This design comes from an exercise in tuning for small area, a short achievable clock period and few clock cycles per item on the open sky130 flow, not from production work. At most, simulation tests tie the RTL to the original design; equivalence was not proved. Power figures rest on the tool's default switching activity, not on a simulated workload.

==> run a <==
// filter
module filter(
        input clock,
        input reset,
        input start,
        output reg done,
        input  [15:0] data_in,
        output reg [15:0] data_out
    );
==> flow/config.mk <==
export PLATFORM = sky130hd
export DESIGN_NAME = filter
export DESIGN_NICKNAME = filter
export VERILOG_FILES = /design/flow/design.v
export SDC_FILE = /design/flow/constraint.sdc
export NUM_CORES = 4
export LEC_CHECK = 0
export CAP_MARGIN = 20
export CORE_MARGIN = 2
export CORE_UTILIZATION = 60
export CTS_BUF_LIST = sky130_fd_sc_hd__clkbuf_8 sky130_fd_sc_hd__clkbuf_16
export CTS_CLUSTER_DIAMETER = 100
export CTS_CLUSTER_SIZE = 24
export SLEW_MARGIN = 20
export SYNTH_HIERARCHICAL = 1
==> flow/constraint.sdc <==
create_clock -name core_clock -period 10.0 [get_ports {clock}]
set_input_delay 2.0000 -clock core_clock [delete_from_list [all_inputs] [get_ports {clock}]]
set_output_delay 2.0000 -clock core_clock [all_outputs]
set_load 0.01 [all_outputs]
standard.sh (not shown) runs the stock make flow with config.mk's settings and CLKGATE_MAP_FILE= SYNTH_SCRIPT=/design/flow/synth_recipe.tcl, a recipe that flattens the netlist after the stock synthesis.
==> flow/flow/run.sh <==
#!/bin/bash
# Standard ORFS layout (the standard.sh) with changes only to how it is
# optimised: ports are buffered with a plain buffer instead of the default
# delay-buffer cell, and timing repair is asked for more setup margin than the
# 10 ns clock needs, so that it works on the achieved period.
set -euo pipefail
bash standard.sh SETUP_SLACK_MARGIN=7.0 "BUFFER_PORTS_ARGS=-buffer_cell sky130_fd_sc_hd__buf_4" finish > orfs_make.log 2>&1
==> run b (differences from run a) <==
CTS_BUF_LIST = unset   (was sky130_fd_sc_hd__clkbuf_8 sky130_fd_sc_hd__clkbuf_16)
CTS_CLUSTER_SIZE = 30   (was 24)
==> run c (differences from run a) <==
--- a/flow/flow/run.sh
+++ b/flow/flow/run.sh
@@ -5,3 +5,3 @@
 # 10 ns clock needs, so that it works on the achieved period.
 set -euo pipefail
-bash standard.sh SETUP_SLACK_MARGIN=7.0 "BUFFER_PORTS_ARGS=-buffer_cell sky130_fd_sc_hd__buf_4" finish > orfs_make.log 2>&1
+bash standard.sh SETUP_SLACK_MARGIN=7.05 "BUFFER_PORTS_ARGS=-buffer_cell sky130_fd_sc_hd__buf_4" finish > orfs_make.log 2>&1
CORE_UTILIZATION = 70   (was 60)
CTS_BUF_LIST = unset   (was sky130_fd_sc_hd__clkbuf_8 sky130_fd_sc_hd__clkbuf_16)
==> comparison <==
In synthesized area, run a and run c do not differ.
In non-clock buffer count, run a and run b do not differ.
Hold slack: run c < run a < run b.
In critical path depth, run c and run b do not differ.
Via count: run b < run a < run c.
Against run c, the clock power of run a is larger by about 0.8%.
In run b the combinational power is lower than in run c, by 3.5%.
In run c the cell count is smaller than in run b, by 1.3%.
Testbench counts of run a, summed over its fixed seeds: cycles 2,064, samples 2,048.
Testbench counts of run b, summed over its fixed seeds: cycles 2,064, samples 2,048.
Testbench counts of run c, summed over its fixed seeds: cycles 2,064, samples 2,048.

========
==> trial 64 <==
filter, a different RTL version from the one above (not shown whole).
Settings: LEC_CHECK=0, CAP_MARGIN=20, CORE_MARGIN=2, CORE_UTILIZATION=40, SLEW_MARGIN=20, SYNTH_HIERARCHICAL=1; clock period 10.0 ns.
run.sh (not shown) runs the stock make flow with config.mk's settings and CLKGATE_MAP_FILE= SYNTH_SCRIPT=/design/flow/synth_recipe.tcl, a recipe that flattens the netlist after the stock synthesis.
Stock flow here: none of the scripts above is used.
==> inputs of build 52, as changes to trial 64 <==
==> flow/flow/run.sh (new file) <==
#!/bin/bash
# Standard ORFS layout (the standard.sh), asking the timing repair for more
# setup margin than the 10 ns clock needs, so it optimises the achieved period.
set -euo pipefail
bash standard.sh SETUP_SLACK_MARGIN=7.2 finish > orfs_make.log 2>&1
==> flow/standard.sh (new file) <==
#!/bin/bash
# synth_recipe.tcl (not shown) runs the flow's synth.tcl, then flattens the netlist and writes it again
# the make line also repeats each setting of config.mk as NAME=value (left out here)
make -C /OpenROAD-flow-scripts/flow DESIGN_CONFIG=/design/flow/config.mk WORK_HOME=/design/flow/orfs CLKGATE_MAP_FILE= SYNTH_SCRIPT=/design/flow/synth_recipe.tcl "${@:-finish}"
removed: flow/run.sh
==> summary.txt <==
|  | trial 64 | build 52 |
|---|---|---|
| Met3 wire length | 574 um | 889 um |
| Final design area excluding fillers | 0.01235 mm^2 | 0.01365 mm^2 |
| Pre-CTS setup slack | 5.660 ns | 5.464 ns |
| Critical path peak fanout | 88 | 2 |
| Worst supply voltage drop on vdd | 0.0001231 V | 0.0001665 V |
| Estimated wirelength of the detail-placed design | 18.49 mm | 18.36 mm |
| Global-route met2 utilization | 0.3171 | 0.3469 |
| Standard cell area after detailed placement | 0.01178 mm^2 | 0.01178 mm^2 |
| WHS | 0.4745 ns | 0.4528 ns |
| Outcome | finished clean | finished clean |
| Fraction of standard cell area in multi-input logic | 0.5920 | 0.5739 |
| Startpoint types | input pin | register |
| Metal1 wirelength | 9.825 mm | 10.72 mm |
| GR Util met1 | 0.2221 | 0.2456 |
| Pin slew with the least headroom to its limit | 0.9789 ns | 0.6709 ns |
| Leakage power | 5.340 nW | 5.696 nW |
| Pre-Repair DR Iteration Count | 5 | 4 |
| Max Clock Skew | 0.01134 ns | 0.01380 ns |
| Total wire length | 23.48 mm | 26.42 mm |
| Number of fill cells in the layout | 2378 | 2224 |
| Area growth from synthesis to final layout | 12.77% | 24.64% |
| Utilization after layout | 0.4583 | 0.5065 |
| Number of buffers inserted by post-CTS setup repair | 0 | 40 |
| Count of nets after finishing | 1108 | 1166 |
| Share of cells above drive strength 1 | 0.05270 | 0.3620 |
| Crit Reg-Reg Endpoint | p1[8]$_DFF_P_ | p1[15]$_DFF_P_ |
| Via-to-Cell Ratio | 5.295 | 5.336 |
No functional check of the RTL was part of any run of this note.

========
==> run R: inputs <==
filter, a different RTL version from the one above (not shown whole).
clock: 10.0 ns
lec_check: 0
cap_margin: 20
core_margin: 2
core_utilization: 40
slew_margin: 20
synth_hierarchical: 1
Stock flow here: none of the scripts above is used.
==> inputs of run P, as changes to run R <==
--- a/flow/design.v
+++ b/flow/design.v
@@ -6,13 +6,12 @@
         input  [15:0] data_in,
         output reg [15:0] data_out
     );
     reg [15:0] h0, h1, h2, h3, h4, h5, h6;
     reg [23:0] p0;
     reg [23:0] p1;
-    reg [23:0] p2;
     wire ld   = start & ~reset;
     wire hold = ~start & ~reset;
     wire [111:0] hq = {h6, h5, h4, h3, h2, h1, h0};
     wire [111:0] hn = {h5, h4, h3, h2, h1, h0, data_in};
     wire [111:0] hd;
     genvar gi;
@@ -460,110 +459,108 @@
     wire s217, c217;
     fa u217 (c192, s194, c193, s217, c217);
     wire s218, c218;
     fa u218 (s196, c194, c195, s218, c218);
     wire s219, c219;
     fa u219 (c158, s198, c196, s219, c219);
-    wire [23:0] pn0 = {1'b0, 1'b1, s219, s197, s195, s193, s191, s189, s187, s185, s183, s181, s179, s177, s175, s173, c204, c203, c202, c201, c200, c199, ~h3[1], ~h2[0]};
-    wire [23:0] pn1 = {1'b0, c198, c197, c217, c216, c215, c214, c213, c212, c211, c210, c209, c208, c207, c206, c205, s171, s204, s167, s165, s163, s160, s199, ~h3[0]};
-    wire [23:0] pn2 = {1'b0, c219, c218, s218, s217, s216, s215, s214, s213, s212, s211, s210, s209, s208, s207, s206, s205, s169, s203, s202, s201, s200, s159, 1'b0};
     wire s220, c220;
-    ha u220 (h0[0], p0[1], s220, c220);
+    ha u220 (~h3[1], s199, s220, c220);
     wire s221, c221;
-    fa u221 (h0[1], p0[2], p1[2], s221, c221);
+    fa u221 (c199, s160, s200, s221, c221);
     wire s222, c222;
-    fa u222 (h0[2], p0[3], p1[3], s222, c222);
+    fa u222 (c200, s163, s201, s222, c222);
     wire s223, c223;
-    fa u223 (h0[3], p0[4], p1[4], s223, c223);
+    fa u223 (c201, s165, s202, s223, c223);
     wire s224, c224;
-    fa u224 (h0[4], p0[5], p1[5], s224, c224);
+    fa u224 (c202, s167, s203, s224, c224);
     wire s225, c225;
-    fa u225 (h0[5], p0[6], p1[6], s225, c225);
+    fa u225 (c203, s204, s169, s225, c225);
     wire s226, c226;
-    fa u226 (h0[6], p0[7], p1[7], s226, c226);
+    fa u226 (c204, s171, s205, s226, c226);
     wire s227, c227;
-    fa u227 (h0[7], p0[8], p1[8], s227, c227);
+    fa u227 (s173, c205, s206, s227, c227);
     wire s228, c228;
-    fa u228 (h0[8], p0[9], p1[9], s228, c228);
+    fa u228 (s175, c206, s207, s228, c228);
     wire s229, c229;
-    fa u229 (h0[9], p0[10], p1[10], s229, c229);
+    fa u229 (s177, c207, s208, s229, c229);
     wire s230, c230;
-    fa u230 (h0[10], p0[11], p1[11], s230, c230);
+    fa u230 (s179, c208, s209, s230, c230);
     wire s231, c231;
-    fa u231 (h0[11], p0[12], p1[12], s231, c231);
+    fa u231 (s181, c209, s210, s231, c231);
     wire s232, c232;
-    fa u232 (h0[12], p0[13], p1[13], s232, c232);
+    fa u232 (s183, c210, s211, s232, c232);
     wire s233, c233;
-    fa u233 (h0[13], p0[14], p1[14], s233, c233);
+    fa u233 (s185, c211, s212, s233, c233);
     wire s234, c234;
-    fa u234 (h0[14], p0[15], p1[15], s234, c234);
+    fa u234 (s187, c212, s213, s234, c234);
     wire s235, c235;
-    fa u235 (p0[16], p1[16], p2[16], s235, c235);
+    fa u235 (s189, c213, s214, s235, c235);
     wire s236, c236;
-    ha u236 (p0[17], p1[17], s236, c236);
+    fa u236 (s191, c214, s215, s236, c236);
     wire s237, c237;
-    ha u237 (p0[18], p1[18], s237, c237);
+    fa u237 (s193, c215, s216, s237, c237);
     wire s238, c238;
-    ha u238 (p0[19], p1[19], s238, c238);
+    fa u238 (s195, c216, s217, s238, c238);
     wire s239, c239;
-    ha u239 (p0[20], p1[20], s239, c239);
+    fa u239 (s197, c217, s218, s239, c239);
     wire s240, c240;
-    ha u240 (p0[21], p1[21], s240, c240);
+    fa u240 (s219, c197, c218, s240, c240);
     wire s241, c241;
-    ha u241 (p0[22], p1[22], s241, c241);
+    fa u241 (1'b1, c198, c219, s241, c241);
+    wire [23:0] pn0 = {c241, s241, c239, c238, c237, c236, c235, c234, c233, c232, c231, c230, c229, c228, c227, c226, c225, c224, c223, c222, c221, c220, s159, ~h2[0]};
+    wire [23:0] pn1 = {1'b0, c240, s240, s239, s238, s237, s236, s235, s234, s233, s232, s231, s230, s229, s228, s227, s226, s225, s224, s223, s222, s221, s220, ~h3[0]};
     wire s242, c242;
-    ha u242 (p1[1], p2[1], s242, c242);
+    ha u242 (h0[0], p0[1], s242, c242);
     wire s243, c243;
-    fa u243 (p2[2], c220, s221, s243, c243);
+    fa u243 (h0[1], p0[2], p1[2], s243, c243);
     wire s244, c244;
-    fa u244 (p2[3], c221, s222, s244, c244);
+    fa u244 (h0[2], p0[3], p1[3], s244, c244);
     wire s245, c245;
-    fa u245 (p2[4], c222, s223, s245, c245);
+    fa u245 (h0[3], p0[4], p1[4], s245, c245);
     wire s246, c246;
-    fa u246 (p2[5], c223, s224, s246, c246);
+    fa u246 (h0[4], p0[5], p1[5], s246, c246);
     wire s247, c247;
-    fa u247 (p2[6], c224, s225, s247, c247);
+    fa u247 (h0[5], p0[6], p1[6], s247, c247);
     wire s248, c248;
-    fa u248 (p2[7], c225, s226, s248, c248);
+    fa u248 (h0[6], p0[7], p1[7], s248, c248);
     wire s249, c249;
-    fa u249 (p2[8], c226, s227, s249, c249);
+    fa u249 (h0[7], p0[8], p1[8], s249, c249);
     wire s250, c250;
-    fa u250 (p2[9], c227, s228, s250, c250);
+    fa u250 (h0[8], p0[9], p1[9], s250, c250);
     wire s251, c251;
-    fa u251 (p2[10], c228, s229, s251, c251);
+    fa u251 (h0[9], p0[10], p1[10], s251, c251);
     wire s252, c252;
-    fa u252 (p2[11], c229, s230, s252, c252);
+    fa u252 (h0[10], p0[11], p1[11], s252, c252);
     wire s253, c253;
-    fa u253 (p2[12], c230, s231, s253, c253);
+    fa u253 (h0[11], p0[12], p1[12], s253, c253);
     wire s254, c254;
-    fa u254 (p2[13], c231, s232, s254, c254);
+    fa u254 (h0[12], p0[13], p1[13], s254, c254);
     wire s255, c255;
-    fa u255 (p2[14], c232, s233, s255, c255);
+    fa u255 (h0[13], p0[14], p1[14], s255, c255);
     wire s256, c256;
-    fa u256 (p2[15], c233, s234, s256, c256);
+    fa u256 (h0[14], p0[15], p1[15], s256, c256);
     wire s257, c257;
-    fa u257 (~h0[15], c234, s235, s257, c257);
+    fa u257 (p0[16], p1[16], ~h0[15], s257, c257);
     wire s258, c258;
-    fa u258 (p2[17], s236, c235, s258, c258);
+    ha u258 (p0[17], p1[17], s258, c258);
     wire s259, c259;
-    fa u259 (p2[18], c236, s237, s259, c259);
+    ha u259 (p0[18], p1[18], s259, c259);
     wire s260, c260;
-    fa u260 (p2[19], c237, s238, s260, c260);
+    ha u260 (p0[19], p1[19], s260, c260);
     wire s261, c261;
-    fa u261 (p2[20], c238, s239, s261, c261);
+    ha u261 (p0[20], p1[20], s261, c261);
     wire s262, c262;
-    fa u262 (p2[21], c239, s240, s262, c262);
+    ha u262 (p0[21], p1[21], s262, c262);
     wire s263, c263;
-    fa u263 (p2[22], c240, s241, s263, c263);
-    wire [23:0] r0 = {c241, c262, c261, c260, c259, c258, c257, c256, c255, c254, c253, c252, c251, c250, c249, c248, c247, c246, c245, c244, c243, c242, s220, p0[0]};
-    wire [23:0] r1 = {c263, s263, s262, s261, s260, s259, s258, s257, s256, s255, s254, s253, s252, s251, s250, s249, s248, s247, s246, s245, s244, s243, s242, p1[0]};
+    ha u263 (p0[22], p1[22], s263, c263);
+    wire [23:0] r0 = {p0[23], c262, c261, c260, c259, c258, s258, c256, c255, c254, c253, c252, c251, c250, c249, c248, c247, c246, c245, c244, c243, c242, p1[1], p0[0]};
+    wire [23:0] r1 = {c263, s263, s262, s261, s260, s259, c257, s257, s256, s255, s254, s253, s252, s251, s250, s249, s248, s247, s246, s245, s244, s243, s242, p1[0]};
     wire [23:0] y = r0 + r1;
     always @(posedge clock) begin
         p0 <= pn0;
         p1 <= pn1;
-        p2 <= pn2;
     end
     reg dn;
     wire ldo   = dn & ~reset;
     wire holdo = ~dn & ~reset;
     wire [15:0] od;
     generate
==> flow/flow/run.sh (new file) <==
#!/bin/bash
# Standard ORFS layout (the standard.sh), asking the timing repair for more
# setup margin than the 10 ns clock needs, so it optimises the achieved period.
set -euo pipefail
bash standard.sh SETUP_SLACK_MARGIN=6.5 finish > orfs_make.log 2>&1
==> flow/standard.sh (new file) <==
#!/bin/bash
# synth_recipe.tcl (not shown) runs the flow's synth.tcl, then flattens the netlist and writes it again
# the make line also repeats each setting of config.mk as NAME=value (left out here)
make -C /OpenROAD-flow-scripts/flow DESIGN_CONFIG=/design/flow/config.mk WORK_HOME=/design/flow/orfs CLKGATE_MAP_FILE= SYNTH_SCRIPT=/design/flow/synth_recipe.tcl "${@:-finish}"
removed: flow/run.sh
==> comparison table <==
metric	run R	run P
Switching power summed over all nets	0.000980 W	0.000940 W
Cell-internal power	0.00168 W	0.00169 W
Comb_multi_in	530	532
Maximum clock frequency	0.251 GHz	0.290 GHz
Number of gates on the worst path with buffers counted	4	6
TAP cells	378	341
Pwr/cell area	208 nW/um^2	210 nW/um^2
Power dissipated in the clock network	0.000658 W	0.000721 W
Total length of routed wires	24,700 um	24,000 um
CP max stage delay	0.84 ns	0.59 ns
Run status	timing/DRC/antenna clean	timing/DRC/antenna clean
All-layer global routing usage	0.177	0.182
Maximum clock skew at final layout	0.0116 ns	0.0150 ns
Portion of the layout cell area used by non-clock buffers	0.0285	0.0312
Gate Count Post-Synth	762	742
Pin count of the biggest net entering global routing	85	93
Fraction of met2 tracks used by global routing	0.310	0.326
Endpoint of the lowest-slack register-to-register path	data_out[14]$_DFF_P_	p1[10]$_DFF_P_
Area of all placed cells without fillers	12,800 sq um	12,500 sq um
Worst Path Arrival	4.37 ns	3.75 ns
Final routed wire length divided by cell count	20.3 um	20.7 um
Total vias in the final route	6,296	6,163
Post-CTS sizing	0	26
Worst slack at placement	5.58 ns	5.69 ns
ClkCell Share	0.0443	0.0509
No run of this note included a check of the RTL's function; only the layout flow was run.

## afterwards: timing with drivers on the ports
Ports are ideal in the flow. The routed layouts listed here were re-timed in OpenROAD. Step 1, drivers: a clkbuf_16 drives clock and a buf_2 each remaining input, both assumed. Step 2, shift: input delay + t, output delay - t, t = (earliest + latest rising clock arrival at the registers) / 2. This alone moves slack from input paths to output paths. a / b / c = ideal / step 1 / step 2; a / b = the first two.
run | t, ns | slack for setup (ns) | worst setup path at the end | latest minus earliest clock arrival (ns) | worst register clock-pin slew, ns
run a | 0.508 | 7.052 / 7.008 / 6.761 | input to register | 0.012 / 0.012 | 0.10 / 0.10
run b | 0.510 | 7.030 / 6.986 / 6.602 | input to register | 0.024 / 0.024 | 0.12 / 0.12
run c | 0.516 | 7.031 / 6.985 / 6.706 | input to register | 0.012 / 0.011 | 0.10 / 0.10
trial 64 | 0.482 | 6.002 / 6.032 / 5.550 | input to register | 0.013 / 0.013 | 0.07 / 0.07
build 52 | 0.489 | 6.576 / 6.576 / 6.576 | register to register | 0.015 / 0.014 | 0.07 / 0.07
run R | 0.481 | 6.010 / 6.036 / 5.555 | input to register | 0.012 / 0.012 | 0.08 / 0.08
run P | 0.483 | 6.553 / 6.553 / 6.111 | input to register | 0.016 / 0.016 | 0.08 / 0.08
After both steps every run listed still meets setup and hold. The setup slack of run R, which loses most, moves by +0.026 ns with the drivers and by -0.455 ns with both steps.
